What follows belongs to an exercise in optimizing a design on an open flow for small area and a short achievable clock period; a production flow would make more cautious choices. Where RTL was checked, it was by simulation tests only, not by an equivalence proof against the original. Function not checked in run 1: the RTL went through the layout flow alone. No activity file was given, so power comes from the tool's default toggle rates.

==> flow/design.v (outline; a module is shown in full before it is edited, if it fits) <==
// module BMD_64_RWDMA_FSM: 1055 lines
// module rw_fa: 4 lines
// module rw_ao21: 3 lines
// module rw_xn2: 3 lines
// module rw_or2: 3 lines
// module rw_o21ai: 3 lines
// module rw_nor2: 3 lines
// module rw_mux2: 3 lines
// module rw_aoi21: 3 lines
// module rw_oai21: 3 lines
// module rw_nand2: 3 lines
// module rw_gfa: 6 lines
// module rw_mj3: 3 lines
// module rw_a2: 3 lines
// module rw_x2: 3 lines
module BMD_64_RWDMA_FSM (
    clk,
    rst_n,
    init_rst_i,
    wdma_rst_o,
    mwr_len_i,
    mwr_count_i,
    wdma_start_o,
    wdma_addr_o,
    wdma_done_i,
    wdma_irq_o,
    next_wdma_addr_i,
    next_wdma_up_addr_i,
    next_wdma_valid_i,
    wdma_start_i,
    wdma_stop_i,
    wdma_running_o,
    wdma_frame_len_i,
    timeframe_end_i,
    wdma_buf_ptr_o,
    wdma_status_o,
    cc_timeout_o
);
  // ...
==> flow/flow/run.sh <==
#!/bin/bash
# Standard layout (the standard.sh, unchanged synthesis), with two changes:
# - the port buffers are sky130_fd_sc_hd__buf_1 instead of the default
#   clkdlybuf4s50_1, which is larger and slower;
# - clock tree synthesis does not add dummy loads (it otherwise uses the same
#   arguments as ORFS: sink clustering, clock-net repair, CTS_BUF_LIST).
set -euo pipefail
export BUFFER_PORTS_ARGS="-buffer_cell sky130_fd_sc_hd__buf_1"
export CTS_ARGS="-sink_clustering_enable -repair_clock_nets -dont_use_dummy_load -buf_list {sky130_fd_sc_hd__clkbuf_4 sky130_fd_sc_hd__clkbuf_8}"
bash standard.sh finish > flow_make.log 2>&1
==> flow/standard.sh <==
#!/bin/bash
# synth_recipe.tcl (not shown) runs the flow's synth.tcl, then flattens the netlist and writes it again
# the make line also repeats each setting of config.mk as NAME=value (left out here)
make -C /OpenROAD-flow-scripts/flow DESIGN_CONFIG=/design/flow/config.mk WORK_HOME=/design/flow/orfs CLKGATE_MAP_FILE= SYNTH_SCRIPT=/design/flow/synth_recipe.tcl "${@:-finish}"
==> flow/config.mk <==
export PLATFORM = sky130hd
export DESIGN_NAME = BMD_64_RWDMA_FSM
export DESIGN_NICKNAME = BMD_64_RWDMA_FSM
export VERILOG_FILES = /design/flow/design.v
export SDC_FILE = /design/flow/constraint.sdc
export NUM_CORES = 4
export LEC_CHECK = 0
export CAP_MARGIN = 20
export CORE_MARGIN = 2
export CORE_UTILIZATION = 70
export CTS_BUF_LIST = sky130_fd_sc_hd__clkbuf_4 sky130_fd_sc_hd__clkbuf_8
export PLACE_DENSITY = 0.8
export SETUP_SLACK_MARGIN = 4.2
export SLEW_MARGIN = 20
export SYNTH_HIERARCHICAL = 1
export SYNTH_MINIMUM_KEEP_SIZE = 0
==> flow/constraint.sdc <==
create_clock -name core_clock -period 8.5 [get_ports {clk}]
set_input_delay 1.7000 -clock core_clock [delete_from_list [all_inputs] [get_ports {clk}]]
set_output_delay 1.7000 -clock core_clock [all_outputs]
set_load 0.01 [all_outputs]
==> summary.md, run 1 <==
| Metric | Value |
|---|---|
| CP max-delay cell | `fa_1` |
| CTS root buffer | `clkbuf_8` |
| Critical path arrival | `4.53 ns` |
| Worst setup path end | `c_q[12]` |
| Layout cell share with drive strength beyond 1 | `9.68%` |
| Crit start category | `input pin` |
| Status | `no timing/DRC/antenna violations` |
| Placement Cell Area | `0.0103 sq mm` |
| Commonest non-fill, non-tap cell in the layout | `nand2_1` |
| TritonCTS clock tree | `built` |
| DR top layer | `met4` |
| Crit path buffers/inverters | `1` |
| Dpl hpwl | `17800 microns` |
| RSZ-0062 raised after global routing | `yes` |
| Post-layout min period | `4.24 ns` |
| Routed wl met3 | `1780 microns` |
| Worst skew pair latency | `0.45 ns` |
| Final core utilization | `79.8%` |
| Asr flop ratio synth | `0%` |
| Total CTS buffers | `17` |
| Synthesized area | `0.00964 sq mm` |
| Biggest regs | `c_q x27, s_q x27, wdma_buf_cnt x16` |
| Busiest grt layer | `met2` |
| Synth Area in Compound Gates | `12.2%` |
| Met3 global-route usage | `6.39%` |
| H-tree Lvls | `4` |
| Clock power frac | `26.2%` |
| Kind of critical path | `in -> reg` |
| Slew Limit Fails | `0` |
| Fin worst setup slack | `4.26 ns` |
| Final clock-cell share | `2.20%` |
| Setup Skew | `0.0233 ns` |
| N_taps | `176` |
| HP Class | `reg -> reg` |
| Clock-net power | `360 uW` |
| Critical Path RT | `8.79 ns` |
| # rows | `42` |
| DR WL met2 | `11300 microns` |
| DR vias/cell | `5.85` |
| Comb pwr | `450 uW` |
==> run 2, diff against run 1 <==
--- a/flow/design.v
+++ b/flow/design.v
@@ -794,33 +794,33 @@
     rw_fa u_fs93 (.a(fc55), .b(fs57), .c(fc56), .s(fs93), .co(fc93));
     wire fs94, fc94;
     rw_fa u_fs94 (.a(fc57), .b(fs59), .c(fc58), .s(fs94), .co(fc94));
     wire fs95, fc95;
     rw_fa u_fs95 (.a(fc59), .b(fs61), .c(fc60), .s(fs95), .co(fc95));
     wire fs96, fc96;
     rw_fa u_fs96 (.a(fc61), .b(fs63), .c(fc62), .s(fs96), .co(fc96));
     wire fs97, fc97;
-    rw_fa u_fs97 (.a(fc63), .b(fs65), .c(fc64), .s(fs97), .co(fc97));
+    rw_gfa u_fs97 (.a(fc63), .b(fs65), .c(fc64), .s(fs97), .co(fc97));
     wire fs98, fc98;
-    rw_fa u_fs98 (.a(fc65), .b(fs67), .c(fc66), .s(fs98), .co(fc98));
+    rw_gfa u_fs98 (.a(fc65), .b(fs67), .c(fc66), .s(fs98), .co(fc98));
     wire fs99, fc99;
-    rw_fa u_fs99 (.a(fc67), .b(fs69), .c(fc68), .s(fs99), .co(fc99));
+    rw_gfa u_fs99 (.a(fc67), .b(fs69), .c(fc68), .s(fs99), .co(fc99));
     wire fs100, fc100;
-    rw_fa u_fs100 (.a(fc69), .b(fs71), .c(fc70), .s(fs100), .co(fc100));
+    rw_gfa u_fs100 (.a(fc69), .b(fs71), .c(fc70), .s(fs100), .co(fc100));
     wire fs101, fc101;
-    rw_fa u_fs101 (.a(fc71), .b(fs73), .c(fc72), .s(fs101), .co(fc101));
+    rw_gfa u_fs101 (.a(fc71), .b(fs73), .c(fc72), .s(fs101), .co(fc101));
     wire fs102, fc102;
-    rw_fa u_fs102 (.a(fc73), .b(fs75), .c(fc74), .s(fs102), .co(fc102));
+    rw_gfa u_fs102 (.a(fc73), .b(fs75), .c(fc74), .s(fs102), .co(fc102));
     wire fs103, fc103;
-    rw_fa u_fs103 (.a(fc75), .b(fs77), .c(fc76), .s(fs103), .co(fc103));
+    rw_gfa u_fs103 (.a(fc75), .b(fs77), .c(fc76), .s(fs103), .co(fc103));
     wire fs104, fc104;
-    rw_fa u_fs104 (.a(fc77), .b(fs79), .c(fc78), .s(fs104), .co(fc104));
+    rw_gfa u_fs104 (.a(fc77), .b(fs79), .c(fc78), .s(fs104), .co(fc104));
     wire fs105, fc105;
-    rw_fa u_fs105 (.a(fc79), .b(fs81), .c(fc80), .s(fs105), .co(fc105));
+    rw_gfa u_fs105 (.a(fc79), .b(fs81), .c(fc80), .s(fs105), .co(fc105));
     wire fs106, fc106;
     rw_fa u_fs106 (.a(fc81), .b(fs83), .c(fs84), .s(fs106), .co(fc106));
     wire fs107, fc107;
     rw_fa u_fs107 (.a(fs85), .b(fc83), .c(fs86), .s(fs107), .co(fc107));
     wire fs108, fc108;
     rw_fa u_fs108 (.a(fc85), .b(fs87), .c(fs88), .s(fs108), .co(fc108));
     wire fs109, fc109;
     rw_fa u_fs109 (.a(pp9_13), .b(fc87), .c(fs89), .s(fs109), .co(fc109));
@@ -841,35 +841,35 @@
     rw_fa u_fs115 (.a(fc92), .b(fs58), .c(fs93), .s(fs115), .co(fc115));
     wire fs116, fc116;
     rw_fa u_fs116 (.a(fc93), .b(fs60), .c(fs94), .s(fs116), .co(fc116));
     wire fs117, fc117;
     rw_fa u_fs117 (.a(fs62), .b(fc94), .c(fs95), .s(fs117), .co(fc117));
     wire fs118, fc118;
     rw_fa u_fs118 (.a(fc95), .b(fs64), .c(fs96), .s(fs118), .co(fc118));
     wire fs119, fc119;
-    rw_fa u_fs119 (.a(fc96), .b(fs66), .c(fs97), .s(fs119), .co(fc119));
+    rw_gfa u_fs119 (.a(fc96), .b(fs66), .c(fs97), .s(fs119), .co(fc119));
     wire fs120, fc120;
-    rw_fa u_fs120 (.a(fs68), .b(fc97), .c(fs98), .s(fs120), .co(fc120));
+    rw_gfa u_fs120 (.a(fs68), .b(fc97), .c(fs98), .s(fs120), .co(fc120));
     wire fs121, fc121;
-    rw_fa u_fs121 (.a(fs70), .b(fc98), .c(fs99), .s(fs121), .co(fc121));
+    rw_gfa u_fs121 (.a(fs70), .b(fc98), .c(fs99), .s(fs121), .co(fc121));
     wire fs122, fc122;
-    rw_fa u_fs122 (.a(fs72), .b(fc99), .c(fs100), .s(fs122), .co(fc122));
+    rw_gfa u_fs122 (.a(fs72), .b(fc99), .c(fs100), .s(fs122), .co(fc122));
     wire fs123, fc123;
-    rw_fa u_fs123 (.a(fs74), .b(fc100), .c(fs101), .s(fs123), .co(fc123));
+    rw_gfa u_fs123 (.a(fs74), .b(fc100), .c(fs101), .s(fs123), .co(fc123));
     wire fs124, fc124;
-    rw_fa u_fs124 (.a(fs76), .b(fc101), .c(fs102), .s(fs124), .co(fc124));
+    rw_gfa u_fs124 (.a(fs76), .b(fc101), .c(fs102), .s(fs124), .co(fc124));
     wire fs125, fc125;
-    rw_fa u_fs125 (.a(fs78), .b(fc102), .c(fs103), .s(fs125), .co(fc125));
+    rw_gfa u_fs125 (.a(fs78), .b(fc102), .c(fs103), .s(fs125), .co(fc125));
     wire fs126, fc126;
-    rw_fa u_fs126 (.a(fs80), .b(fc103), .c(fs104), .s(fs126), .co(fc126));
+    rw_gfa u_fs126 (.a(fs80), .b(fc103), .c(fs104), .s(fs126), .co(fc126));
     wire fs127, fc127;
-    rw_fa u_fs127 (.a(fs82), .b(fc104), .c(fs105), .s(fs127), .co(fc127));
+    rw_gfa u_fs127 (.a(fs82), .b(fc104), .c(fs105), .s(fs127), .co(fc127));
     wire fs128, fc128;
-    rw_fa u_fs128 (.a(fc82), .b(fs106), .c(fc105), .s(fs128), .co(fc128));
+    rw_gfa u_fs128 (.a(fc82), .b(fs106), .c(fc105), .s(fs128), .co(fc128));
     wire fs129, fc129;
     rw_fa u_fs129 (.a(fc84), .b(fs107), .c(fc106), .s(fs129), .co(fc129));
     wire fs130, fc130;
     rw_fa u_fs130 (.a(fc86), .b(fs108), .c(fc107), .s(fs130), .co(fc130));
     wire fs131, fc131;
     rw_fa u_fs131 (.a(fc88), .b(fs109), .c(fc108), .s(fs131), .co(fc131));
     wire fs132, fc132;
     rw_fa u_fs132 (.a(fc89), .b(fs110), .c(fc109), .s(fs132), .co(fc132));
==> run 2 against run 1 <==
  * Sequential share of layout area shrank 0.19 points
  * Non-clock buffer count down 1
  * Sequential power hardly changed
  * Still clean on timing, DRC and antenna
  * Largest cell class unchanged
  * Largest power group unchanged
==> summary.md, run 2 <==
| Metric | Value |
|---|---|
| Ys Warns | `7` |
| Commonest non-fill, non-tap cell in the layout | `nand2_1` |
| Setup TNS | `0 ns` |
| Total Routed Length | `23400 microns` |
| Dpl hpwl | `17900 microns (+0.80%)` |
| CP max stage delay | `0.56 ns` |
| Clock transition at the registers of the reported paths | `0.07 ns` |
| TritonCTS clock tree | `built` |
| # setup viols final | `0` |
| Area delta synth->final | `9.50%` |
| Status | `no timing/DRC/antenna violations` |
| Post-route cell area | `0.0107 sq mm` |
| Synth unique cells | `53` |
| Port Buf Inserts | `154` |
| Post-synth EDFFs | `0` |
| First-pass GRT wire length | `37600 microns` |
| Die Area | `0.0150 sq mm` |
| Crit-path most repeated cell | `fa_1` |
| Syn avg cell area | `8.70 sq um` |
| Critical path arrival | `4.49 ns (-0.04 ns)` |
| # hold bufs at CTS | `0` |
| Setup Skew | `0.0311 ns (+0.00780 ns)` |
| H-tree Lvls | `4 (unchanged)` |
| GRT Total Usage | `32.2%` |
| Core Box Area | `0.0138 sq mm` |
| Placement Cell Area | `0.0104 sq mm (+1.1%)` |
| Die W | `122 microns` |
| Clock power frac | `25.0% (-1.2 points)` |
| Final Cycle Share | `49.2%` |
| P_leak | `0.00341 uW` |
| Top-count cell post-synth | `nand2_1` |
| RSZ-0062 raised after global routing | `yes` |
| Fillers | `1023` |
| Routed vias | `8297` |
| Crit-path max FO | `16` |
| Peak Freq | `0.239 GHz` |
| Commonest cells in the netlist | `242 x nand2_1, 117 x dfxtp_1, 115 x fa_1` |
| Internal power | `965 uW` |
| WHS | `0.448 ns` |
| Starting Density | `71.2%` |
| Fin worst setup slack | `4.32 ns (+0.0605 ns)` |
| Post-synthesis sequential area ratio | `23.9%` |
| Max VDD drop | `0.000112 V` |
| Worst skew pair latency | `0.45 ns (about the same)` |
| # DRC | `0` |
| Vias in the first global route | `7924` |
| Seq cells post-synth | `117` |
| Tot Pwr | `1450 uW` |
| Asr flop ratio synth | `0% (unchanged)` |
| Crit start category | `input pin` |
| HP Class | `reg -> reg` |
| Yosys top cell by area | `dfxtp_1` |
| Top post-synthesis cells by area | `dfxtp_1 24%, fa_1 23%, nand2_1 9.3%` |
| Overflow after GRT | `0` |
| Crit. End Element | `flop` |
| Die extent in y | `122 microns` |
| Slew Limit Fails | `0 (unchanged)` |
| Share of the synthesized area in the top cell type | `23.9%` |
| Clock Sinks | `117` |
| DR vias/cell | `5.81 (-0.63%)` |
| Crit-path cells | `buf_1, nand2_1, fa_1, fa_1, fa_1, fa_1, nor2_1` |
| CP max-delay cell | `fa_1` |
| Biggest regs | `c_q x27, s_q x27, wdma_buf_cnt x16` |
| Fin nets | `1456` |
| WL/cell | `16.4 microns` |
| Post-layout min period | `4.18 ns (-0.0605 ns)` |
| NetSw | `482 uW` |
| Max transition margin | `31.2%` |
| CTS root buffer | `clkbuf_8` |
| Initial antenna violation count | `0` |
| # rows | `43 (+2.4%)` |
| Sequential power share | `38.8%` |
| TritonRoute pass-1 iters | `6` |
| Critical Path RT | `8.81 ns (+0.02 ns)` |
| Kind of critical path | `in -> reg` |
| Synthesized instance count | `1128` |
| Max_cap viols | `0` |
| Commonest non-fill, non-tap cells in the layout | `242 x nand2_1, 148 x buf_1, 117 x dfxtp_1` |
| Post-route ant nets | `0` |
| Sw Share | `33.3%` |
| Drt initial violations | `615` |
| Ys flop type | `dfxtp_1` |
| Total CTS buffers | `17 (unchanged)` |
| Synthesized area | `0.00981 sq mm (+1.7%)` |
| Largest net degree at the start of global routing | `55` |
| Layout cell share with drive strength beyond 1 | `8.35% (-1.3 points)` |
| Gpl congestion | `0.900` |
| Pre-CTS setup slack | `3.63 ns` |
| I/O pin total | `155` |
| Clock Tree Buf Depth | `2` |
| Worst-margin pin slew | `1.03 ns` |
| Part of the power in combinational logic | `36.2%` |
| Pwr/cell area | `135 mW/mm^2` |
| Final Hold Fails | `0` |
run 2: changes by cell type after synthesis, sizes merged:
cell | before | now
xor2 | 42 | 80
maj3 | 0 | 19
fa | 134 | 115
run 2: critical path: cells and delay by family:
kind	cells	cell delay, ns
adder cells (fa/ha/maj)	4	1.99
buffers and inverters	1	0.55
AND/OR/NAND/NOR	2	0.24
run 2: through the flow:
step                utilization [%]  instances
floorplan                         -       1130
global placement               75.4       1405
detailed placement             75.4       1405
CTS                            77.7       1426
global route                   78.0       1426
finish                         78.0       1427
run 2: what timing repair did:
item / CTS / global route
endpoints found under the setup margin: 43 / 22
resized for setup: 10 / 11
gates cloned: 0 / 0
setup buffers: 4 / 0
pin swaps: 2 / 0
run 2: worst paths after layout:
path                start       to  slack (ns)  depth (start not counted)
min reg2reg       s_q[25]  c_q[25]        0.45                          2
max reg2reg       s_q[10]  c_q[12]        5.63                          8
min               s_q[25]  c_q[25]        0.45                          2
max          mwr_len_i[5]   c_q[9]        4.32                          7
run 2: cell type report:
type	instances	area [sq um]	area share, %
Sequential cell	117	2340	21.8
Tap cell	180	225	2.10
Inverter	58	218	2.03
Antenna cell	1	2.50	0.0233
Clock buffer	17	234	2.18
Timing Repair Buffer	160	643	5.99
Multi-Input combinational cell	894	7080	65.9
run 2: Yosys stat by module (local to each module, per instance), a selection:
| module | times used | cells inside | flops+latches |
|---|---|---|---|
| rw_or2 | 10 | 1 | 0 |
| rw_fa | 115 | 1 | 0 |
| rw_mj3 | 19 | 1 | 0 |
| BMD_64_RWDMA_FSM | 1 | 678 | 117 |
| rw_xn2 | 49 | 1 | 0 |
| rw_nor2 | 74 | 1 | 0 |
| rw_o21ai | 27 | 1 | 0 |
| rw_aoi21 | 22 | 1 | 0 |
| rw_nand2 | 36 | 1 | 0 |
| rw_mux2 | 12 | 1 | 0 |
| rw_x2 | 51 | 1 | 0 |
| rw_oai21 | 35 | 1 | 0 |
run 2: cells by family after synthesis:
| kind of cell | after synthesis | share of synthesized area, % |
|---|---|---|
| other cells | 1 | 0.0382 |
| buf+inv | 119 | 4.92 |
| fa+ha+maj | 137 | 26.0 |
| xor+xnor | 148 | 13.2 |
| compound gates | 179 | 12.0 |
| flops | 117 | 23.9 |
| simple gates | 414 | 17.9 |
| mux | 13 | 1.94 |
run 2: layer usage:
layer,global-route usage (%),share of wire [%],routed length [microns],vias up
li1,-,-,-,3898
met1,41.5,42,9870,4012
met2,54.2,48,11300,350
met3,8.09,8.3,1940,37
met4,9.12,1.5,345,0
met5,0,0,0,-
run 2: power by group through the flow:
| stage | clock, uW | sequential [uW] | combinational [uW] |
|---|---|---|---|
| 2_1_floorplan | 0 | 571 | 416 |
| 3_3_place_gp | 0 | 573 | 496 |
| 3_5_place_dp | 0 | 573 | 522 |
| 4_1_cts | 368 | 562 | 523 |
| 5_1_grt | 388 | 562 | 584 |
| 6_report | 361 | 562 | 524 |
==> run 3, diff against run 2 <==
--- a/flow/config.mk
+++ b/flow/config.mk
@@ -11,5 +11,5 @@
 export CTS_BUF_LIST = sky130_fd_sc_hd__clkbuf_4 sky130_fd_sc_hd__clkbuf_8
 export PLACE_DENSITY = 0.8
-export SETUP_SLACK_MARGIN = 4.2
+export SETUP_SLACK_MARGIN = 4.4
 export SLEW_MARGIN = 20
 export SYNTH_HIERARCHICAL = 1
==> run 3 against run 2 <==
  * Still clean
  * Utilization rose by 2.6 points
  * Clock power is essentially flat
  * Final cell count is 0.70% higher
  * Die area is the same
  * Sequential power barely moved
  * Synthesized area unchanged
  * Clock skew is 0.011 ns lower
  * Design area rose by 3.3%
  * Hold slack improved by 0.0095 ns
==> summary.md, run 3 <==
| Metric | Value |
|---|---|
| GRT Total Usage | `32.4% (+0.16 points)` |
| Slew Limit Fails | `0 (unchanged)` |
| Post-synth EDFFs | `0 (unchanged)` |
| Clock transition at the registers of the reported paths | `0.05 ns (-0.02 ns)` |
| Post-layout min period | `4.07 ns (-0.114 ns)` |
| Main combinational cell family by area after synthesis | `adder cells` |
| Status | `no timing/DRC/antenna violations` |
| I/O pin total | `155 (unchanged)` |
| Xor/xnor share of the synthesized area | `13.2% (unchanged)` |
| Synth unique cells | `53 (unchanged)` |
| Share of the synthesized area in the top cell type | `23.9% (unchanged)` |
| Setup Skew | `0.0202 ns (-0.0108 ns)` |
| Crit-path cells | `nor2_1, nor2_2, a21oi_4, o21ai_2, a21oi_4, inv_2, a21oi_2, xor2_1, clkbuf_2` |
| Post-synthesis mux area share | `1.94% (unchanged)` |
| Final Cycle Share | `47.9% (-1.3 points)` |
| Total Routed Length | `24300 microns (+3.6%)` |
| Ys Warns | `7 (unchanged)` |
| Critical Path RT | `6.80 ns (-2.01 ns)` |
| Post-route ant nets | `0 (unchanged)` |
| Die extent in y | `122 microns (unchanged)` |
| Layout cell share with drive strength beyond 1 | `15.4% (+7.1 points)` |
| Die Area | `0.0150 sq mm (unchanged)` |
| Yosys top cell by area | `dfxtp_1` |
| Commonest non-fill, non-tap cells in the layout | `230 x nand2_1, 131 x buf_1, 104 x dfxtp_1` |
| Synthesized area | `0.00981 sq mm (unchanged)` |
| Overflow after GRT | `0 (unchanged)` |
| # hold bufs at CTS | `0 (unchanged)` |
| Top post-synthesis cells by area | `dfxtp_1 24%, fa_1 23%, nand2_1 9.3%` |
| Ys flop type | `dfxtp_1` |
| Final Hold Fails | `0 (unchanged)` |
| Critical path arrival | `2.37 ns (-2.12 ns)` |
| Initial antenna violation count | `0 (unchanged)` |
| Post-synthesis simple-gate area fraction | `17.9% (unchanged)` |
| Worst hold path depth | `2 (unchanged)` |
| WL/cell | `16.9 microns (+2.9%)` |
| Largest net degree at the start of global routing | `55 (unchanged)` |
| # rows | `43 (unchanged)` |
| Max_cap viols | `0 (unchanged)` |
| First-pass GRT wire length | `37700 microns (+0.16%)` |
| Commonest non-fill, non-tap cell in the layout | `nand2_1` |
| Clock Tree Buf Depth | `2 (unchanged)` |
| Fillers | `982 (-4.0%)` |
| Worst skew pair latency | `0.45 ns (about the same)` |
| Pwr/cell area | `132 mW/mm^2 (-1.9%)` |
| Setup TNS | `0 ns (unchanged)` |
| Port Buf Inserts | `154 (unchanged)` |
| Biggest regs | `c_q x27, s_q x27, wdma_buf_cnt x16` |
| N_diodes | `0 (-1)` |
| DR vias/cell | `5.91 (+1.6%)` |
| CTS root buffer | `clkbuf_8` |
| HP Class | `reg -> reg` |
| Area delta synth->final | `13.1%` |
| Routed vias | `8491 (+2.3%)` |
| Crit. End Element | `output pin` |
| Multi-input gate area | `0.00731 sq mm (+3.3%)` |
| Drt initial violations | `652 (+6.0%)` |
| Peak Freq | `0.246 GHz (+2.8%)` |
| Worst-margin pin slew | `1.03 ns (-0.00436 ns)` |
| Gpl congestion | `0.914 (+1.5%)` |
| P_leak | `0.00362 uW (+6.1%)` |
| Synthesized instance count | `1128 (unchanged)` |
| Placement Cell Area | `0.0105 sq mm (+0.72%)` |
| # setup viols final | `0 (unchanged)` |
| Seq cells post-synth | `117 (unchanged)` |
| Kind of critical path | `reg -> out` |
| Max transition margin | `31.5% (+0.29 points)` |
| TritonRoute pass-1 iters | `9 (+3)` |
| H-tree Lvls | `4 (unchanged)` |
| Die W | `122 microns (unchanged)` |
| Total CTS buffers | `17 (unchanged)` |
| Synth Area in Compound Gates | `12.0% (unchanged)` |
| Reg2reg path depth | `8 (unchanged)` |
| Commonest cells in the netlist | `242 x nand2_1, 117 x dfxtp_1, 115 x fa_1` |
| # DRC | `0 (unchanged)` |
| Max VDD drop | `0.000100 V (-11%)` |
| Fin nets | `1467 (+0.76%)` |
| Post-synthesis adder-cell area fraction | `26.0% (unchanged)` |
| Starting Density | `71.2% (unchanged)` |
| Top-count cell post-synth | `nand2_1` |
| Tot Pwr | `1470 uW (+1.3%)` |
| Clock Sinks | `117 (unchanged)` |
| CP max stage delay | `0.32 ns (-0.24 ns)` |
| Asr flop ratio synth | `0% (unchanged)` |
| Core Box Area | `0.0138 sq mm (unchanged)` |
| CP max-delay cell | `dfxtp_1` |
| Dpl hpwl | `17800 microns (-0.65%)` |
| Post-synthesis sequential area ratio | `23.9% (unchanged)` |
| TritonCTS clock tree | `built` |
| Crit start category | `flop` |
| Vias in the first global route | `7850 (-0.93%)` |
| RSZ-0062 raised after global routing | `yes` |
| Seq. cell area | `0.00236 sq mm (+0.69%)` |
| Syn avg cell area | `8.70 sq um (unchanged)` |
| Post-route cell area | `0.0111 sq mm (+3.3%)` |
| Crit-path most repeated cell | `a21oi_4` |
| Crit-path max FO | `5 (-11)` |
[run 3: cell counts after synthesis]
Identical to the previous run, type by type.
[run 3: through the flow]
step                      utilization (%)  worst slack (ns)  hold slack (ns)  instances
after floorplan                         -              4.27            0.392       1130
after global placement               76.0              3.72            0.444       1405
after detailed placement             76.0              3.63            0.448       1405
after CTS                            78.5              4.35            0.450       1426
after global routing                 80.6              4.31            0.468       1437
final                                80.6              4.43            0.458       1437
[run 3: critical path: cells and delay by family (launching register included)]
family	cells	cell delay [ns]
and+or+nand+nor	2	0.32
xor gates and xnor gates	1	0.21
DFF	1	0.32
AOI/OAI and AO/OA	4	0.77
buffers and inverters	2	0.31
[run 3: power breakdown]
part	switching [uW]	leakage (uW)	internal, uW
clock network	189	0.000122	175
logic	294	0.00255	245
registers	7.72	0.000952	555
[run 3: worst paths after layout]
path | start | slack [ns] | to
worst max-delay path | c_q[11] | 4.43 | wdma_addr_o[20]
worst min-delay path | wdma_start_o | 0.46 | wdma_start_o
worst max register to register | s_q[17] | 5.64 | c_q[19]
worst min register to register | wdma_start_o | 0.46 | wdma_start_o
[run 3: cell families after synthesis]
logic type	count (synthesis)
other	1
XOR/XNOR	148
flip-flops	117
adder cells (fa/ha/maj)	137
buffers and inverters	119
AND/OR/NAND/NOR	414
AO/OA/AOI/OAI	179
multiplexers	13
[run 3: modules after synthesis, one instance, submodules excluded, excerpt]
| module | times used | cell area (sq um) |
|---|---|---|
| rw_aoi21 | 22 | 8.76 |
| rw_or2 | 10 | 6.26 |
| rw_o21ai | 27 | 5.00 |
| rw_oai21 | 35 | 5.00 |
| rw_xn2 | 49 | 8.76 |
| BMD_64_RWDMA_FSM | 1 | 5260 |
| rw_nand2 | 36 | 3.75 |
[run 3: layout make-up]
cell class	instances	area share, %
well taps	180	2.03
multi-input cells	894	65.8
clock buffers	17	2.11
repair buffers	171	6.80
flip-flops and latches	117	21.3
inverters	58	1.96
[run 3: repair_timing]
action | CTS | global route
setup buffers | 4 | 11
pin swaps | 2 | 10
gates resized for setup | 27 | 71
setup endpoints to repair | 56 | 49
endpoints found under the hold margin | 0 | 0
[run 3: metal layers]
layer | up-vias | track usage [%] | routed length [microns]
li1 | 3907 | - | -
met3 | 48 | 6.78 | 1960
met5 | - | 0 | 0
met2 | 411 | 54.4 | 11800
met4 | 0 | 9.77 | 537
met1 | 4125 | 42.4 | 9940
==> run 4, diff against run 3 <==
--- a/flow/config.mk
+++ b/flow/config.mk
@@ -11,5 +11,5 @@
 export CTS_BUF_LIST = sky130_fd_sc_hd__clkbuf_4 sky130_fd_sc_hd__clkbuf_8
 export PLACE_DENSITY = 0.8
-export SETUP_SLACK_MARGIN = 4.4
+export SETUP_SLACK_MARGIN = 4.5
 export SLEW_MARGIN = 20
 export SYNTH_HIERARCHICAL = 1
==> run 4 against run 3 <==
  * Die area did not move
  * Critical path depth unchanged
  * Via count is 0.35% lower
  * Synthesized cell count stayed put
  * Clock-buffer cell count unchanged
  * Maximum frequency is 0.62% lower
  * Hold slack worse by 0.0068 ns
  * Sequential cell count unchanged
  * Sequential power is essentially flat
  * Critical endpoint is now wdma_addr_o[37]
==> summary.md, run 4 <==
| Metric | Value |
|---|---|
| TritonRoute pass-1 iters | `6 (-3)` |
| GRT Total Usage | `32.7% (+0.30 points)` |
| Total CTS buffers | `17 (unchanged)` |
| Worst hold path depth | `0 (-2)` |
| Pwr/cell area | `130 mW/mm^2 (-1.5%)` |
| Crit start category | `flop` |
| Placement Cell Area | `0.0105 sq mm (+0.31%)` |
| Reg2reg path depth | `8 (unchanged)` |
| Crit-path max FO | `12 (+7)` |
| Clock Sinks | `117 (unchanged)` |
| Share of the synthesized area in the top cell type | `23.9% (unchanged)` |
| Post-route ant nets | `0 (unchanged)` |
| FF-to-FF End | `c_q[19]` |
| Die W | `122 microns (unchanged)` |
| Status | `no timing/DRC/antenna violations` |
| # DRC | `0 (unchanged)` |
| NetSw | `481 uW (-2.2%)` |
| Min-delay src | `st_check` |
| Top-count cell post-synth | `nand2_1` |
| Post-layout min period | `4.09 ns (+0.0252 ns)` |
| Post-synthesis adder-cell area fraction | `26.0% (unchanged)` |
| Die Area | `0.0150 sq mm (unchanged)` |
| Sequential power share | `38.5% (about the same)` |
| Setup TNS | `0 ns (unchanged)` |
| Post-synthesis mux area share | `1.94% (unchanged)` |
| Starting Density | `71.2% (unchanged)` |
| Fin worst setup slack | `4.41 ns (-0.0252 ns)` |
| Multi-input gate area | `0.00735 sq mm (+0.53%)` |
| DR vias/cell | `5.87 (-0.63%)` |
| Ys Warns | `7 (unchanged)` |
| Synth Area in Compound Gates | `12.0% (unchanged)` |
| Commonest non-fill, non-tap cell in the layout | `nand2_1` |
| Fin nets | `1471 (+0.27%)` |
| N_diodes | `0 (unchanged)` |
| Dpl hpwl | `18300 microns (+3.1%)` |
| Syn avg cell area | `8.70 sq um (unchanged)` |
| Post-synthesis simple-gate area fraction | `17.9% (unchanged)` |
| Launch point of the worst reg-to-reg path | `s_q[17]` |
| CTS root buffer | `clkbuf_8` |
| Asr flop ratio synth | `0% (unchanged)` |
| # rows | `43 (unchanged)` |
| Crit. End Element | `output pin` |
| Commonest non-fill, non-tap cells in the layout | `229 x nand2_1, 122 x buf_1, 104 x dfxtp_1` |
| Pre-CTS setup slack | `3.60 ns (-0.0271 ns)` |
| Top post-synthesis cells by area | `dfxtp_1 24%, fa_1 23%, nand2_1 9.3%` |
| Critical path arrival | `2.39 ns (+0.02 ns)` |
| Biggest regs | `c_q x27, s_q x27, wdma_buf_cnt x16` |
| Port Buf Inserts | `154 (unchanged)` |
| Gpl congestion | `0.901 (-1.4%)` |
| Worst-margin pin slew | `1.05 ns (+0.0191 ns)` |
| P_leak | `0.00370 uW (+2.3%)` |
| Tot Pwr | `1460 uW (-0.50%)` |
| H-tree Lvls | `4 (unchanged)` |
| Post-synth EDFFs | `0 (unchanged)` |
| Die extent in y | `122 microns (unchanged)` |
| Total Routed Length | `24300 microns (+0.19%)` |
| Seq. cell area | `0.00236 sq mm (unchanged)` |
| Core Box Area | `0.0138 sq mm (unchanged)` |
| Max_cap viols | `0 (unchanged)` |
| Yosys top cell by area | `dfxtp_1` |
| Internal power | `978 uW (+0.34%)` |
| Final Hold Fails | `0 (unchanged)` |
| Largest net degree at the start of global routing | `41 (-25%)` |
| Max transition margin | `30.2% (-1.3 points)` |
| Fillers | `914 (-6.9%)` |
| Xor/xnor share of the synthesized area | `13.2% (unchanged)` |
| Initial antenna violation count | `0 (unchanged)` |
| Drt initial violations | `734 (+13%)` |
| Clock Tree Buf Depth | `2 (unchanged)` |
| TritonCTS clock tree | `built` |
| Hold endpoint | `prev_check` |
| HP Class | `reg -> reg` |
| I/O pin total | `155 (unchanged)` |
| Seq cells post-synth | `117 (unchanged)` |
| Setup Skew | `0.0265 ns (+0.00627 ns)` |
| Part of the power in combinational logic | `37.0% (+0.2 points)` |
| Synthesized instance count | `1128 (unchanged)` |
| Clock power frac | `24.4% (-0.4 points)` |
| Commonest cells in the netlist | `242 x nand2_1, 117 x dfxtp_1, 115 x fa_1` |
| Slew Limit Fails | `0 (unchanged)` |
| Synthesized area | `0.00981 sq mm (unchanged)` |
| Sw Share | `32.9% (-0.56 points)` |
| WL/cell | `16.9 microns (about the same)` |
| Overflow after GRT | `0 (unchanged)` |
| Worst skew pair latency | `0.43 ns (-0.02 ns)` |
| Kind of critical path | `reg -> out` |
| Max VDD drop | `0.0000890 V (-11%)` |
| Synth unique cells | `53 (unchanged)` |
| Area delta synth->final | `14.3%` |
| Routed vias | `8461 (-0.35%)` |
| Main combinational cell family by area after synthesis | `adder cells` |
| # setup viols final | `0 (unchanged)` |
| Post-route cell area | `0.0112 sq mm (+1.0%)` |
| Clock transition at the registers of the reported paths | `0.07 ns (+0.02 ns)` |
| Peak Freq | `0.244 GHz (-0.62%)` |
| Ys flop type | `dfxtp_1` |
| Final Cycle Share | `48.1% (+0.30 points)` |
| Layout cell share with drive strength beyond 1 | `17.4% (+2.0 points)` |
| RSZ-0062 raised after global routing | `yes` |
| Post-synthesis sequential area ratio | `23.9% (unchanged)` |
| Critical Path RT | `6.80 ns (about the same)` |
| Vias in the first global route | `8111 (+3.3%)` |
| Reg2reg setup slack | `5.64 ns (about the same)` |
| First-pass GRT wire length | `38500 microns (+2.1%)` |
==> run 4: changes by cell type in the layout (fill, tap and decap cells not counted), sizes merged <==
cell,delta
buf,+14
clkbuf,-10
==> run 4: layout make-up <==
type | instances | area share, %
clock buffers | 17 | 2.09
well taps | 180 | 2.01
multi-input cells | 894 | 65.5
inverters | 58 | 2.01
flip-flops and latches | 117 | 21.0
repair buffers | 175 | 7.32
==> run 4: cell families after synthesis <==
family | count (synthesis)
XOR/XNOR | 148
flip-flops | 117
AND/OR/NAND/NOR | 414
buffers and inverters | 119
adder cells (fa/ha/maj) | 137
AO/OA/AOI/OAI | 179
multiplexers | 13
other | 1
==> run 4: metrics by stage <==
step           hold WS, ns  std cells  util (%)
3_3_place_gp         0.442       1405      76.2
6_report             0.451       1441      81.4
5_1_grt              0.477       1441      81.4
2_1_floorplan        0.392       1130         -
4_1_cts              0.444       1434      79.6
3_5_place_dp         0.436       1405      76.2
==> run 4: worst max-delay path, stage by stage, from the launching register on <==
cell and delay (ns):
dfxtp_1 0.38, nand2_1 0.17, o21ai_4 0.23, a21oi_4 0.11
o21ai_2 0.19, a21oi_4 0.08, o21ai_4 0.17, buf_12 0.18
mux2_4 0.32, buf_1 0.13
==> run 4: power groups by stage <==
stage | sequential, uW | combinational, uW | clock (uW)
final | 563 | 540 | 357
after floorplan | 571 | 437 | 0
after global routing | 563 | 602 | 383
after detailed placement | 573 | 534 | 0
after CTS | 562 | 536 | 364
after global placement | 573 | 510 | 0
==> run 4: timing repair <==
item                                    in CTS  in global routing
hold buffers                                 0                  0
resized for setup                           63                 68
setup buffers                               12                  7
pin swaps                                   13                 17
endpoints found under the setup margin      60                 41
hold endpoints to repair                     0                  0
==> run 4: worst max path at each step <==
stage	cells after the start	startpoint	endpoint	slack, ns
finish	9	s_q[8]	wdma_addr_o[37]	4.41
global placement	9	mwr_len_i[3]	c_q[19]	3.70
CTS	9	s_q[0]	wdma_addr_o[37]	4.46
detailed placement	9	mwr_len_i[3]	c_q[19]	3.60
global route	9	s_q[19]	wdma_addr_o[31]	4.32
floorplan	10	mwr_len_i[4]	c_q[13]	4.30
==> run 4: routing by layer <==
| metal | routed length [microns] | track usage (%) | vias up |
|---|---|---|---|
| met3 | 1830 | 5.67 | 51 |
| met2 | 11900 | 55.0 | 385 |
| met5 | 0 | 0 | - |
| li1 | - | - | 3919 |
| met4 | 506 | 10.3 | 0 |
| met1 | 10100 | 43.2 | 4106 |
==> run 4: per-module statistics from Yosys, one instance, submodules excluded, excerpt <==
module / flip-flops and latches / copies in the design
BMD_64_RWDMA_FSM: 117 / 1
rw_mux2: 0 / 12
rw_aoi21: 0 / 22
rw_oai21: 0 / 35
rw_o21ai: 0 / 27
rw_or2: 0 / 10
rw_xn2: 0 / 49
rw_fa: 0 / 115
rw_mj3: 0 / 19
rw_nand2: 0 / 36
rw_nor2: 0 / 74
==> run 5, diff against run 4 <==
--- a/flow/config.mk
+++ b/flow/config.mk
@@ -11,5 +11,5 @@
 export CTS_BUF_LIST = sky130_fd_sc_hd__clkbuf_4 sky130_fd_sc_hd__clkbuf_8
 export PLACE_DENSITY = 0.8
-export SETUP_SLACK_MARGIN = 4.5
+export SETUP_SLACK_MARGIN = 4.3
 export SLEW_MARGIN = 20
 export SYNTH_HIERARCHICAL = 1
==> run 5 against run 4 <==
  * Register-to-register slack got worse by 0.02 ns
  * Non-clock buffer count fell by 10
  * Sequential power barely moved
  * Critical path type unchanged
  * Critical endpoint is now wdma_addr_o[30]
  * Largest power group unchanged
==> summary.md, run 5 <==
| Metric | Value |
|---|---|
| I/O pin total | `155 (unchanged)` |
| Commonest non-fill, non-tap cell in the layout | `nand2_1` |
| Synth unique cells | `53 (unchanged)` |
| Max transition margin | `30.5% (+0.31 points)` |
| Share of the synthesized area in the top cell type | `23.9% (unchanged)` |
| Port Buf Inserts | `154 (unchanged)` |
| Post-synthesis sequential area ratio | `23.9% (unchanged)` |
| Status | `no timing/DRC/antenna violations` |
| Dpl hpwl | `18000 microns (-1.7%)` |
| Post-synthesis adder-cell area fraction | `26.0% (unchanged)` |
| Top-count cell post-synth | `nand2_1` |
| Gpl congestion | `0.906 (+0.56%)` |
| Clock Sinks | `117 (unchanged)` |
| Overflow after GRT | `0 (unchanged)` |
| TritonRoute pass-1 iters | `5 (-1)` |
| Crit-path max FO | `12 (unchanged)` |
| # setup viols final | `0 (unchanged)` |
| Main combinational cell family by area after synthesis | `adder cells` |
| Ys flop type | `dfxtp_1` |
| Pre-CTS setup slack | `3.54 ns (-0.0540 ns)` |
| First-pass GRT wire length | `38900 microns (+1.1%)` |
| Non-Filler Instances | `1431 (-0.69%)` |
| Yosys top cell by area | `dfxtp_1` |
| Clock transition at the registers of the reported paths | `0.08 ns (about the same)` |
| Synth Area in Compound Gates | `12.0% (unchanged)` |
| Synthesized instance count | `1128 (unchanged)` |
| Vias in the first global route | `8200 (+1.1%)` |
| TritonCTS clock tree | `built` |
| Fin nets | `1461 (-0.68%)` |
| Crit start category | `flop` |
| Clock Tree Buf Depth | `2 (unchanged)` |
| Crit-path cells | `nand2_1, o21ai_4, a21oi_4, o21ai_4, a21oi_4, o21ai_4, buf_12, mux2_4, buf_1` |
| H-tree Lvls | `4 (unchanged)` |
| Xor/xnor share of the synthesized area | `13.2% (unchanged)` |
| Syn avg cell area | `8.70 sq um (unchanged)` |
| Area delta synth->final | `11.3%` |
| Largest net degree at the start of global routing | `55 (+34%)` |
| RSZ-0062 raised after global routing | `no` |
| Worst-margin pin slew | `1.04 ns (-0.00439 ns)` |
| Routed vias | `8377 (-0.99%)` |
| Commonest non-fill, non-tap cells in the layout | `241 x nand2_1, 133 x buf_1, 113 x dfxtp_1` |
| DR vias/cell | `5.85 (-0.30%)` |
| Post-route cell area | `0.0109 sq mm (-2.6%)` |
| Top post-synthesis cells by area | `dfxtp_1 24%, fa_1 23%, nand2_1 9.3%` |
| Max VDD drop | `0.0000992 V (+11%)` |
| Fin worst setup slack | `4.40 ns (-0.00410 ns)` |
| WL/cell | `17.1 microns (+1.2%)` |
| Total Routed Length | `24400 microns (+0.51%)` |
| Setup Skew | `0.0339 ns (+0.00737 ns)` |
| Slew Limit Fails | `0 (unchanged)` |
| Initial antenna violation count | `0 (unchanged)` |
| Commonest cells in the netlist | `242 x nand2_1, 117 x dfxtp_1, 115 x fa_1` |
| GRT Total Usage | `33.2% (+0.55 points)` |
| # hold bufs at CTS | `0 (unchanged)` |
| Crit. End Element | `output pin` |
| Critical Path RT | `6.80 ns (about the same)` |
| Critical path arrival | `2.40 ns (about the same)` |
| Die Area | `0.0150 sq mm (unchanged)` |
| Ys Warns | `7 (unchanged)` |
| Post-layout min period | `4.10 ns (+0.00410 ns)` |
| Drt initial violations | `596 (-19%)` |
| Max_cap viols | `0 (unchanged)` |
| CP max stage delay | `0.37 ns (about the same)` |
| Post-route ant nets | `0 (unchanged)` |
| Setup TNS | `0 ns (unchanged)` |
| Post-synthesis simple-gate area fraction | `17.9% (unchanged)` |
| Dpl cells | `1405 (unchanged)` |
| Final Hold Fails | `0 (unchanged)` |
| N_diodes | `0 (unchanged)` |
| Total CTS buffers | `17 (unchanged)` |
| # DRC | `0 (unchanged)` |
| P_leak | `0.00352 uW (-4.8%)` |
| Post-synthesis mux area share | `1.94% (unchanged)` |
| Synthesized area | `0.00981 sq mm (unchanged)` |
| Die extent in y | `122 microns (unchanged)` |
| Final core utilization | `79.3% (-2.1 points)` |
| Kind of critical path | `reg -> out` |
| Starting Density | `71.2% (unchanged)` |
| Asr flop ratio synth | `0% (unchanged)` |
| Crit-path most repeated cell | `o21ai_4` |
| CTS root buffer | `clkbuf_8` |
| Pwr/cell area | `134 mW/mm^2 (+2.8%)` |
| Die W | `122 microns (unchanged)` |
| Placement Cell Area | `0.0104 sq mm (-0.76%)` |
| Post-synth EDFFs | `0 (unchanged)` |
| Peak Freq | `0.244 GHz (about the same)` |
| Layout cell share with drive strength beyond 1 | `12.1% (-5.4 points)` |
| # rows | `43 (unchanged)` |
| Biggest regs | `c_q x27, s_q x27, wdma_buf_cnt x16` |
| CP max-delay cell | `dfxtp_1` |
| Seq cells post-synth | `117 (unchanged)` |
| Core Box Area | `0.0138 sq mm (unchanged)` |
| HP Class | `reg -> reg` |
| Worst skew pair latency | `0.44 ns (about the same)` |
| Fillers | `984 (+7.7%)` |
| Final Cycle Share | `48.2% (+0.048 points)` |
==> run 5: changes by cell type in the layout (fill, tap and decap cells not counted), sizes merged <==
cell / delta
buf: -21
clkbuf: +11
==> run 5: repair_timing <==
action / CTS / global route
hold endpoints to repair: 0 / 0
pin swaps: 2 / 7
cloned: 0 / 0
endpoints found under the setup margin: 51 / 47
buffers inserted: 4 / 5
resized for setup: 17 / 55
==> run 5: where the power goes <==
part           total [uW]  switching [uW]  internal [uW]
registers             563            7.84            555
clock network         359             185            175
logic                 539             296            243
==> run 5: Yosys stat by module (local to each module, per instance), excerpt <==
module | copies in the design | flops+latches
rw_nor2 | 74 | 0
BMD_64_RWDMA_FSM | 1 | 117
rw_fa | 115 | 0
rw_x2 | 51 | 0
rw_o21ai | 27 | 0
rw_aoi21 | 22 | 0
rw_mj3 | 19 | 0
rw_mux2 | 12 | 0
rw_or2 | 10 | 0
rw_xn2 | 49 | 0
rw_nand2 | 36 | 0
==> run 5: logic make-up (layout without fill, tap and decap cells) <==
group / after synthesis / count (layout)
simple gates: 414 / 414
fa+ha+maj: 137 / 137
buf+inv: 119 / 240
flops: 117 / 117
other cells: 1 / 3
compound gates: 179 / 179
mux: 13 / 13
xor+xnor: 148 / 148
==> run 5: critical path: cells and delay by family, from the launching register on <==
family	cells	cell delay, ns
compound gates	5	0.84
buf+inv	2	0.30
flops	1	0.37
mux	1	0.32
simple gates	1	0.13
==> run 5: final cells by class <==
type	instances	area, sq um	share of cell area (%)
sequential	117	2350	21.5
tap	180	225	2.06
multi-input combinational	894	7190	65.9
timing repair buffer	165	702	6.43
clock buffer	17	234	2.14
inverter	58	218	1.99
==> run 5: path summary, 6_finish.rpt <==
path | from | slack [ns] | cells past startpoint | end
setup / recovery | s_q[0] | 4.40 | 9 | wdma_addr_o[30]
hold / removal | st_check | 0.44 | 0 | prev_check
setup reg to reg | s_q[11] | 5.62 | 8 | c_q[13]
hold reg to reg | st_check | 0.44 | 0 | prev_check
==> run 5: per-layer routing <==
| metal | up-vias | share of wire, % | wire, microns | global-route usage, % |
|---|---|---|---|---|
| li1 | 3903 | - | - | - |
| met1 | 4009 | 41 | 9980 | 42.7 |
| met2 | 416 | 49 | 11900 | 56.3 |
| met3 | 49 | 8.4 | 2060 | 7.02 |
| met4 | 0 | 2.1 | 517 | 10.9 |
| met5 | - | 0 | 0 | 0 |
==> run 5: per-stage QoR <==
step	hold WS [ns]	total power, uW
6_report	0.438	1460
4_1_cts	0.432	1460
2_1_floorplan	0.392	994
5_1_grt	0.443	1550
3_5_place_dp	0.435	1100
3_3_place_gp	0.438	1080
==> run 6, diff against run 5 <==
--- a/flow/config.mk
+++ b/flow/config.mk
@@ -8,5 +8,5 @@
 export CAP_MARGIN = 20
 export CORE_MARGIN = 2
-export CORE_UTILIZATION = 70
+export CORE_UTILIZATION = 65
 export CTS_BUF_LIST = sky130_fd_sc_hd__clkbuf_4 sky130_fd_sc_hd__clkbuf_8
 export PLACE_DENSITY = 0.8
==> run 6 against run 5 <==
  * Hold slack improved by 0.0039 ns
  * Worst setup slack worse by 0.020 ns
  * Synthesized area is the same
  * Critical path depth stayed put
  * Synthesized cell count did not move
  * Utilization decreased by 5.0 points
  * Total power is 0.39% lower
==> summary.md, run 6 <==
| Metric | Value |
|---|---|
| Post-route cell area | `0.0109 sq mm (-0.45%)` |
| Commonest non-fill, non-tap cell in the layout | `nand2_1` |
| Reg2reg path depth | `8 (unchanged)` |
| Max VDD drop | `0.0000978 V (-1.4%)` |
| Crit. End Element | `output pin` |
| TritonCTS clock tree | `built` |
| Largest net degree at the start of global routing | `55 (unchanged)` |
| Ys flop type | `dfxtp_1` |
| # rows | `44 (+2.3%)` |
| Kind of critical path | `reg -> out` |
| Part of the power in combinational logic | `36.7% (-0.2 points)` |
| NetSw | `485 uW (-0.86%)` |
| Dpl cells | `1409 (+0.28%)` |
| Synth unique cells | `53 (unchanged)` |
| Clock Tree Buf Depth | `2 (unchanged)` |
| # DRC | `0 (unchanged)` |
| Sequential power share | `38.6% (about the same)` |
| P_leak | `0.00350 uW (-0.76%)` |
| Vias in the first global route | `8043 (-1.9%)` |
| Routing usage on met1 | `38.5% (-4.3 points)` |
| Worst hold path depth | `0 (unchanged)` |
| Met3 global-route usage | `7.04% (+0.027 points)` |
| Ys Warns | `7 (unchanged)` |
| N_diodes | `0 (unchanged)` |
| RSZ-0062 raised after global routing | `yes` |
| First-pass GRT wire length | `38600 microns (-0.64%)` |
| Non-Filler Instances | `1432 (+0.070%)` |
| FF-to-FF End | `c_q[18]` |
| Port Buf Inserts | `154 (unchanged)` |
| Reg2reg setup slack | `5.63 ns (about the same)` |
| Critical path arrival | `2.42 ns (+0.02 ns)` |
| Worst skew pair latency | `0.44 ns (about the same)` |
| HP Class | `reg -> reg` |
| Slew Limit Fails | `0 (unchanged)` |
| Hold endpoint | `prev_check` |
| Layout cell share with drive strength beyond 1 | `11.1% (-0.93 points)` |
| Internal power | `971 uW (-0.15%)` |
| Setup Skew | `0.0358 ns (+0.00197 ns)` |
| Setup TNS | `0 ns (unchanged)` |
| Status | `no timing/DRC/antenna violations` |
| Routed vias | `8291 (-1.0%)` |
| Die extent in y | `127 microns (+3.6%)` |
| Asr flop ratio synth | `0% (unchanged)` |
| Post-layout min period | `4.12 ns (+0.0195 ns)` |
| CTS root buffer | `clkbuf_8` |
| Syn avg cell area | `8.70 sq um (unchanged)` |
| Die Area | `0.0161 sq mm (+7.4%)` |
| Core Box Area | `0.0146 sq mm (+6.3%)` |
| Synthesized area | `0.00981 sq mm (unchanged)` |
| Pwr/cell area | `134 mW/mm^2 (about the same)` |
| Yosys top cell by area | `dfxtp_1` |
| Clock transition at the registers of the reported paths | `0.06 ns (-0.02 ns)` |
| Overflow after GRT | `0 (unchanged)` |
| # setup viols final | `0 (unchanged)` |
| Grt met2 use | `50.3% (-5.9 points)` |
| Die W | `127 microns (+3.6%)` |
| Critical Path RT | `6.80 ns (about the same)` |
| Sw Share | `33.3% (-0.16 points)` |
| Clock Sinks | `117 (unchanged)` |
| Post-synth EDFFs | `0 (unchanged)` |
| WL/cell | `16.5 microns (-3.3%)` |
| Total CTS buffers | `17 (unchanged)` |
| Max_cap viols | `0 (unchanged)` |
| Placement Cell Area | `0.0104 sq mm (about the same)` |
| Peak Freq | `0.243 GHz (-0.47%)` |
| Launch point of the worst reg-to-reg path | `s_q[16]` |
| Fin nets | `1458 (-0.21%)` |
| Crit start category | `flop` |
| Total Routed Length | `23600 microns (-3.2%)` |
| Biggest regs | `c_q x27, s_q x27, wdma_buf_cnt x16` |
| TritonRoute pass-1 iters | `5 (unchanged)` |
| Dpl hpwl | `17900 microns (-0.52%)` |
| Tot Pwr | `1460 uW (-0.39%)` |
| Drt initial violations | `520 (-13%)` |
| Final Cycle Share | `48.4% (+0.23 points)` |
| Commonest non-fill, non-tap cells in the layout | `241 x nand2_1, 134 x buf_1, 117 x dfxtp_1` |
| GRT Total Usage | `29.9% (-3.4 points)` |
| Area delta synth->final | `10.8%` |
| Starting Density | `67.0% (-4.2 points)` |
| H-tree Lvls | `4 (unchanged)` |
| Max transition margin | `33.8% (+3.4 points)` |
| Seq cells post-synth | `117 (unchanged)` |
| Worst-margin pin slew | `0.990 ns (-0.0509 ns)` |
| Post-route ant nets | `0 (unchanged)` |
| Top-count cell post-synth | `nand2_1` |
| Gpl congestion | `0.879 (-3.0%)` |
| Initial antenna violation count | `0 (unchanged)` |
| Synthesized instance count | `1128 (unchanged)` |
| Post-synthesis sequential area ratio | `23.9% (unchanged)` |
| Final core utilization | `74.2% (-5.0 points)` |
| Clock power frac | `24.7% (about the same)` |
| Final Hold Fails | `0 (unchanged)` |
| Min-delay src | `st_check` |
| I/O pin total | `155 (unchanged)` |
| DR vias/cell | `5.79 (-1.1%)` |
| Busiest grt layer | `met2` |
| Top post-synthesis cells by area | `dfxtp_1 24%, fa_1 23%, nand2_1 9.3%` |
| Commonest cells in the netlist | `242 x nand2_1, 117 x dfxtp_1, 115 x fa_1` |
| Share of the synthesized area in the top cell type | `23.9% (unchanged)` |
| Crit-path max FO | `4 (-8)` |
==> run 6: power by group through the flow <==
stage	combinational (uW)	clock (uW)	sequential (uW)
3_3_place_gp	504	0	573
4_1_cts	532	369	562
6_report	533	360	562
2_1_floorplan	423	0	571
5_1_grt	592	391	563
3_5_place_dp	529	0	574
==> run 6: cell families (layout without fill, tap and decap cells) <==
kind of cell	count (synthesis)	in the layout	share of synthesized area [%]
simple gates	414	414	17.9
buf+inv	119	237	4.92
mux	13	13	1.94
flops	117	117	23.9
fa+ha+maj	137	137	26.0
compound gates	179	179	12.0
xor+xnor	148	148	13.2
other cells	1	3	0.0382
==> run 6: worst max-delay path, cell delays in order, from the launching register on <==
cell     delay [ns]
dfxtp_1        0.33
nor2_2         0.17
o21ai_2        0.10
a21oi_2        0.27
o21ai_2        0.13
a21oi_4        0.26
buf_4          0.18
o21ai_1        0.07
xnor2_1        0.27
buf_1          0.19
==> run 6: through the flow <==
stage | hold WS (ns) | worst slack, ns
global placement | 0.429 | 3.72
detailed placement | 0.426 | 3.62
global route | 0.451 | 4.28
floorplan | 0.392 | 4.26
finish | 0.442 | 4.38
CTS | 0.433 | 4.30
==> run 6: worst max path at each step <==
stage,to,depth (start not counted),startpoint,slack [ns]
after floorplan,c_q[12],10,mwr_len_i[2],4.26
after global placement,wdma_addr_o[38],8,s_q[0],3.72
after detailed placement,c_q[18],9,mwr_len_i[2],3.62
after CTS,wdma_addr_o[31],9,s_q[8],4.30
after global routing,wdma_addr_o[36],9,s_q[6],4.28
final,wdma_addr_o[19],9,c_q[9],4.38
==> run 6: cell type report <==
class | instances | area, sq um
fillers | 1132 | 3780
flip-flops and latches | 117 | 2340
multi-input cells | 894 | 7160
inverters | 58 | 220
well taps | 184 | 230
clock buffers | 17 | 234
repair buffers | 162 | 678
==> run 6: layer usage <==
layer	vias up	part of all wire [%]
met4	0	2.0
met5	-	0
li1	3890	-
met1	4003	42
met3	43	7.3
met2	355	48
==> run 6: timing repair <==
item	CTS	global route
resized for setup	16	40
hold buffers	0	0
setup buffers	6	0
pin swaps	3	4
setup endpoints to repair	50	42
==> run 6: modules after synthesis (local to each module, per instance), excerpt <==
| module | cells inside | flip-flops and latches | copies in the design | area (sq um) |
|---|---|---|---|---|
| rw_aoi21 | 1 | 0 | 22 | 8.76 |
| rw_mux2 | 1 | 0 | 12 | 15.0 |
| rw_xn2 | 1 | 0 | 49 | 8.76 |
| rw_x2 | 1 | 0 | 51 | 8.76 |
| rw_fa | 1 | 0 | 115 | 20.0 |
| rw_or2 | 1 | 0 | 10 | 6.26 |
| rw_mj3 | 1 | 0 | 19 | 11.3 |
| BMD_64_RWDMA_FSM | 678 | 117 | 1 | 5260 |
| rw_nand2 | 1 | 0 | 36 | 3.75 |
| rw_o21ai | 1 | 0 | 27 | 5.00 |
| rw_nor2 | 1 | 0 | 74 | 3.75 |
| rw_oai21 | 1 | 0 | 35 | 5.00 |
==> run 7, diff against run 6 <==
--- a/flow/config.mk
+++ b/flow/config.mk
@@ -8,5 +8,5 @@
 export CAP_MARGIN = 20
 export CORE_MARGIN = 2
-export CORE_UTILIZATION = 65
+export CORE_UTILIZATION = 75
 export CTS_BUF_LIST = sky130_fd_sc_hd__clkbuf_4 sky130_fd_sc_hd__clkbuf_8
 export PLACE_DENSITY = 0.8
==> run 7 against run 6 <==
  * Final cell count about the same
  * Synthesized area unchanged
  * Synthesized cell count unchanged
  * Maximum frequency down 1.8%
  * Total power up 0.55%
  * Clock-buffer cell count unchanged
  * Wire length up 8.6%
  * Combinational power up 1%
  * Non-clock buffer count up 13
  * First-iteration DRC count up 51%
  * Clock power about the same
  * Critical path type unchanged
==> summary.md, run 7 <==
| Metric | Value |
|---|---|
| Top post-synthesis cells by area | `dfxtp_1 24%, fa_1 23%, nand2_1 9.3%` |
| Synthesized area | `0.00981 sq mm (unchanged)` |
| # hold bufs at CTS | `0 (unchanged)` |
| Peak Freq | `0.239 GHz (-1.8%)` |
| Clock Sinks | `117 (unchanged)` |
| Min-delay src | `to_lfsr[11]` |
| Pre-CTS setup slack | `3.61 ns (-0.00251 ns)` |
| FF-to-FF End | `c_q[19]` |
| Fin nets | `1471 (+0.89%)` |
| GRT Total Usage | `34.9% (+5.0 points)` |
| Status | `no timing/DRC/antenna violations` |
| Routed vias | `8763 (+5.7%)` |
| Final core utilization | `87.7% (+14 points)` |
| TritonCTS clock tree | `built` |
| CTS root buffer | `clkbuf_8` |
| Asr flop ratio synth | `0% (unchanged)` |
| Pwr/cell area | `132 mW/mm^2 (-1.7%)` |
| Die W | `118 microns (-6.7%)` |
| Tot Pwr | `1460 uW (+0.55%)` |
| Yosys top cell by area | `dfxtp_1` |
| WHS | `0.447 ns (+0.00580 ns)` |
| Commonest non-fill, non-tap cell in the layout | `nand2_1` |
| Clock Tree Buf Depth | `2 (unchanged)` |
| Crit-path most repeated cell | `a21oi_4` |
| Final Hold Fails | `0 (unchanged)` |
| Top-count cell post-synth | `nand2_1` |
| Hold endpoint | `to_lfsr[12]` |
| Crit start category | `flop` |
| Crit-path max FO | `5 (+1)` |
| Max transition margin | `29.0% (-4.8 points)` |
| Port Buf Inserts | `154 (unchanged)` |
| Setup TNS | `0 ns (unchanged)` |
| CP max-delay cell | `dfxtp_4` |
| # DRC | `0 (unchanged)` |
| Die Area | `0.0140 sq mm (-13%)` |
| Post-layout min period | `4.19 ns (+0.0751 ns)` |
| Core Box Area | `0.0127 sq mm (-13%)` |
| Vias in the first global route | `8378 (+4.2%)` |
| Slew Limit Fails | `0 (unchanged)` |
| Drt initial violations | `787 (+51%)` |
| Dpl hpwl | `18000 microns (+0.16%)` |
| Syn avg cell area | `8.70 sq um (unchanged)` |
| Crit. End Element | `output pin` |
| Max VDD drop | `0.000111 V (+14%)` |
| Launch point of the worst reg-to-reg path | `s_q[17]` |
| # setup viols final | `0 (unchanged)` |
| # rows | `41 (-6.8%)` |
| Gpl congestion | `0.914 (+4.0%)` |
| Setup Skew | `0.0254 ns (-0.0104 ns)` |
| Reg2reg path depth | `8 (unchanged)` |
| Biggest regs | `c_q x27, s_q x27, wdma_buf_cnt x16` |
| H-tree Lvls | `4 (unchanged)` |
| Largest net degree at the start of global routing | `55 (unchanged)` |
| Area delta synth->final | `13.3%` |
| Seq cells post-synth | `117 (unchanged)` |
| Total Routed Length | `25700 microns (+8.6%)` |
| Post-synthesis sequential area ratio | `23.9% (unchanged)` |
| Total CTS buffers | `17 (unchanged)` |
| Worst hold path depth | `2 (+2)` |
| Crit-path cells | `nor2_1, nor2_2, a21oi_4, o21ai_4, a21oi_4, inv_1, a21oi_2, xor2_1, buf_1` |
| Starting Density | `77.4% (+10 points)` |
| HP Class | `reg -> reg` |
| I/O pin total | `155 (unchanged)` |
| Post-route ant nets | `0 (unchanged)` |
| P_leak | `0.00362 uW (+3.5%)` |
| RSZ-0062 raised after global routing | `no` |
| Commonest cells in the netlist | `242 x nand2_1, 117 x dfxtp_1, 115 x fa_1` |
| Final Cycle Share | `49.3% (+0.88 points)` |
| Ys Warns | `7 (unchanged)` |
| Reg2reg setup slack | `5.63 ns (about the same)` |
| Initial antenna violation count | `0 (unchanged)` |
| Critical path arrival | `2.49 ns (+0.07 ns)` |
| Fin worst setup slack | `4.31 ns (-0.0751 ns)` |
| Share of the synthesized area in the top cell type | `23.9% (unchanged)` |
| Max_cap viols | `0 (unchanged)` |
| Commonest non-fill, non-tap cells in the layout | `237 x nand2_1, 130 x buf_1, 106 x fa_1` |
| Synthesized instance count | `1128 (unchanged)` |
| Synth unique cells | `53 (unchanged)` |
| Overflow after GRT | `0 (unchanged)` |
| First-pass GRT wire length | `39300 microns (+1.8%)` |
| Largest delay contributor family on the critical path | `compound AO/OA/AOI/OAI gates` |
| Ys flop type | `dfxtp_1` |
| Kind of critical path | `reg -> out` |
| WL/cell | `17.9 microns (+8.5%)` |
| Clock transition at the registers of the reported paths | `0.07 ns (about the same)` |
| Crit path buffers/inverters | `2 (unchanged)` |
| N_diodes | `0 (unchanged)` |
| Worst-margin pin slew | `1.06 ns (+0.0727 ns)` |
| Die extent in y | `118 microns (-6.7%)` |
| Critical Path RT | `6.80 ns (about the same)` |
| WP depth | `9 (unchanged)` |
| Worst skew pair latency | `0.45 ns (about the same)` |
| Layout cell share with drive strength beyond 1 | `15.5% (+4.3 points)` |
| TritonRoute pass-1 iters | `6 (+1)` |
| DR vias/cell | `6.12 (+5.6%)` |
| Post-synth EDFFs | `0 (unchanged)` |
| CP max stage delay | `0.37 ns (+0.04 ns)` |
-- run 7: worst register-to-register path: stages (launching register included) --
cell and delay, ns:
dfxtp_1 0.41, inv_1 0.11, fa_2 0.39, fa_2 0.35, fa_1 0.49, fa_2 0.57, xor2_1 0.18, xor2_1 0.18
nor2_1 0.05
-- run 7: logic make-up (layout without fill, tap and decap cells) --
family          after synthesis  after routing  share of synthesized area, %
compound gates              179            179                          12.0
xor+xnor                    148            148                          13.2
fa+ha+maj                   137            137                          26.0
buf+inv                     119            250                          4.92
flops                       117            117                          23.9
mux                          13             13                          1.94
other cells                   1              3                        0.0382
simple gates                414            414                          17.9
-- run 7: report_power, final --
part,internal [uW],switching (uW)
combinational,242,299
sequential,553,8.16
clock,175,187
-- run 7: per-module statistics from Yosys (local to each module, per instance), excerpt --
module / cells / copies in the design / flip-flops and latches / area [sq um]
BMD_64_RWDMA_FSM: 678 / 1 / 117 / 5260
rw_fa: 1 / 115 / 0 / 20.0
rw_mux2: 1 / 12 / 0 / 15.0
rw_mj3: 1 / 19 / 0 / 11.3
rw_aoi21: 1 / 22 / 0 / 8.76
rw_x2: 1 / 51 / 0 / 8.76
rw_xn2: 1 / 49 / 0 / 8.76
rw_or2: 1 / 10 / 0 / 6.26
rw_o21ai: 1 / 27 / 0 / 5.00
rw_oai21: 1 / 35 / 0 / 5.00
rw_nand2: 1 / 36 / 0 / 3.75
rw_nor2: 1 / 74 / 0 / 3.75
-- run 7: layer usage --
layer,track usage (%),vias to the layer above,routed length [microns]
met5,0,-,0
met4,12.0,0,716
met3,8.06,80,2240
met2,58.8,502,12700
met1,44.3,4260,10000
li1,-,3921,-
-- run 7: final cells by class --
type,count,area [sq um]
flip-flops and latches,117,2390
multi-input cells,894,7240
inverters,58,218
repair buffers,175,818
fillers,705,1560
well taps,172,215
clock buffers,17,234
-- run 7: timing repair --
| item | 4_1_cts | 5_1_grt |
|---|---|---|
| cloned | 0 | 1 |
| gates resized for setup | 19 | 95 |
| pin swaps | 2 | 19 |
| buffers inserted | 6 | 12 |
| setup endpoints to repair | 51 | 38 |
-- run 7: per-stage QoR --
stage	cell area, sq um	std cells
global placement	10400	1397
detailed placement	10400	1397
finish	11100	1433
floorplan	9970	1130
CTS	10800	1420
global route	11100	1433
-- run 7: worst max-delay path by stage --
stage,startpoint,endpoint,slack (ns)
after global routing,a_hi[1],wdma_addr_o[34],4.20
after detailed placement,mwr_len_i[0],c_q[14],3.61
after floorplan,mwr_len_i[2],c_q[12],4.26
after CTS,s_q[8],wdma_addr_o[30],4.25
final,s_q[11],wdma_addr_o[20],4.31
after global placement,mwr_len_i[0],c_q[16],3.73

[what the ideal ports hide]
How much do the figures lean on ideal ports? The routed layouts below were timed once more, with nothing changed but the port constraints.
Step 1, drivers: a clkbuf_16 drives clk and a buf_2 each remaining input, both assumed.
Step 2 times the ports against the registers' clock, not the clock port: input delays grow and output delays shrink by t, the midpoint of the rising clock arrivals with the driver on.
Three values: no drivers, after step 1, after step 2; two values: the first two.
run | t (ns) | setup slack, ns | worst hold slack (ns) | worst register clock-pin slew, ns | cell pins on the clock port's net
run 1 | 0.472 | 4.258 / 4.232 / 3.761 | 0.459 / 0.459 / 0.459 | 0.07 / 0.07 | 1
run 2 | 0.474 | 4.318 / 4.282 / 3.855 | 0.448 / 0.448 / 0.448 | 0.07 / 0.07 | 1
run 3 | 0.473 | 4.433 / 4.396 / 4.009 | 0.458 / 0.458 / 0.458 | 0.07 / 0.07 | 1
run 4 | 0.454 | 4.407 / 4.373 / 4.071 | 0.451 / 0.451 / 0.451 | 0.07 / 0.07 | 1
run 5 | 0.464 | 4.403 / 4.365 / 3.952 | 0.438 / 0.438 / 0.438 | 0.08 / 0.08 | 1
run 6 | 0.460 | 4.384 / 4.349 / 3.960 | 0.442 / 0.442 / 0.442 | 0.07 / 0.07 | 1
run 7 | 0.472 | 4.309 / 4.271 / 3.933 | 0.447 / 0.447 / 0.447 | 0.07 / 0.07 | 1
After both steps setup and hold are still met in every run listed. The setup slack of run 1, which loses most, moves by -0.026 ns with the drivers and by -0.497 ns with both steps.
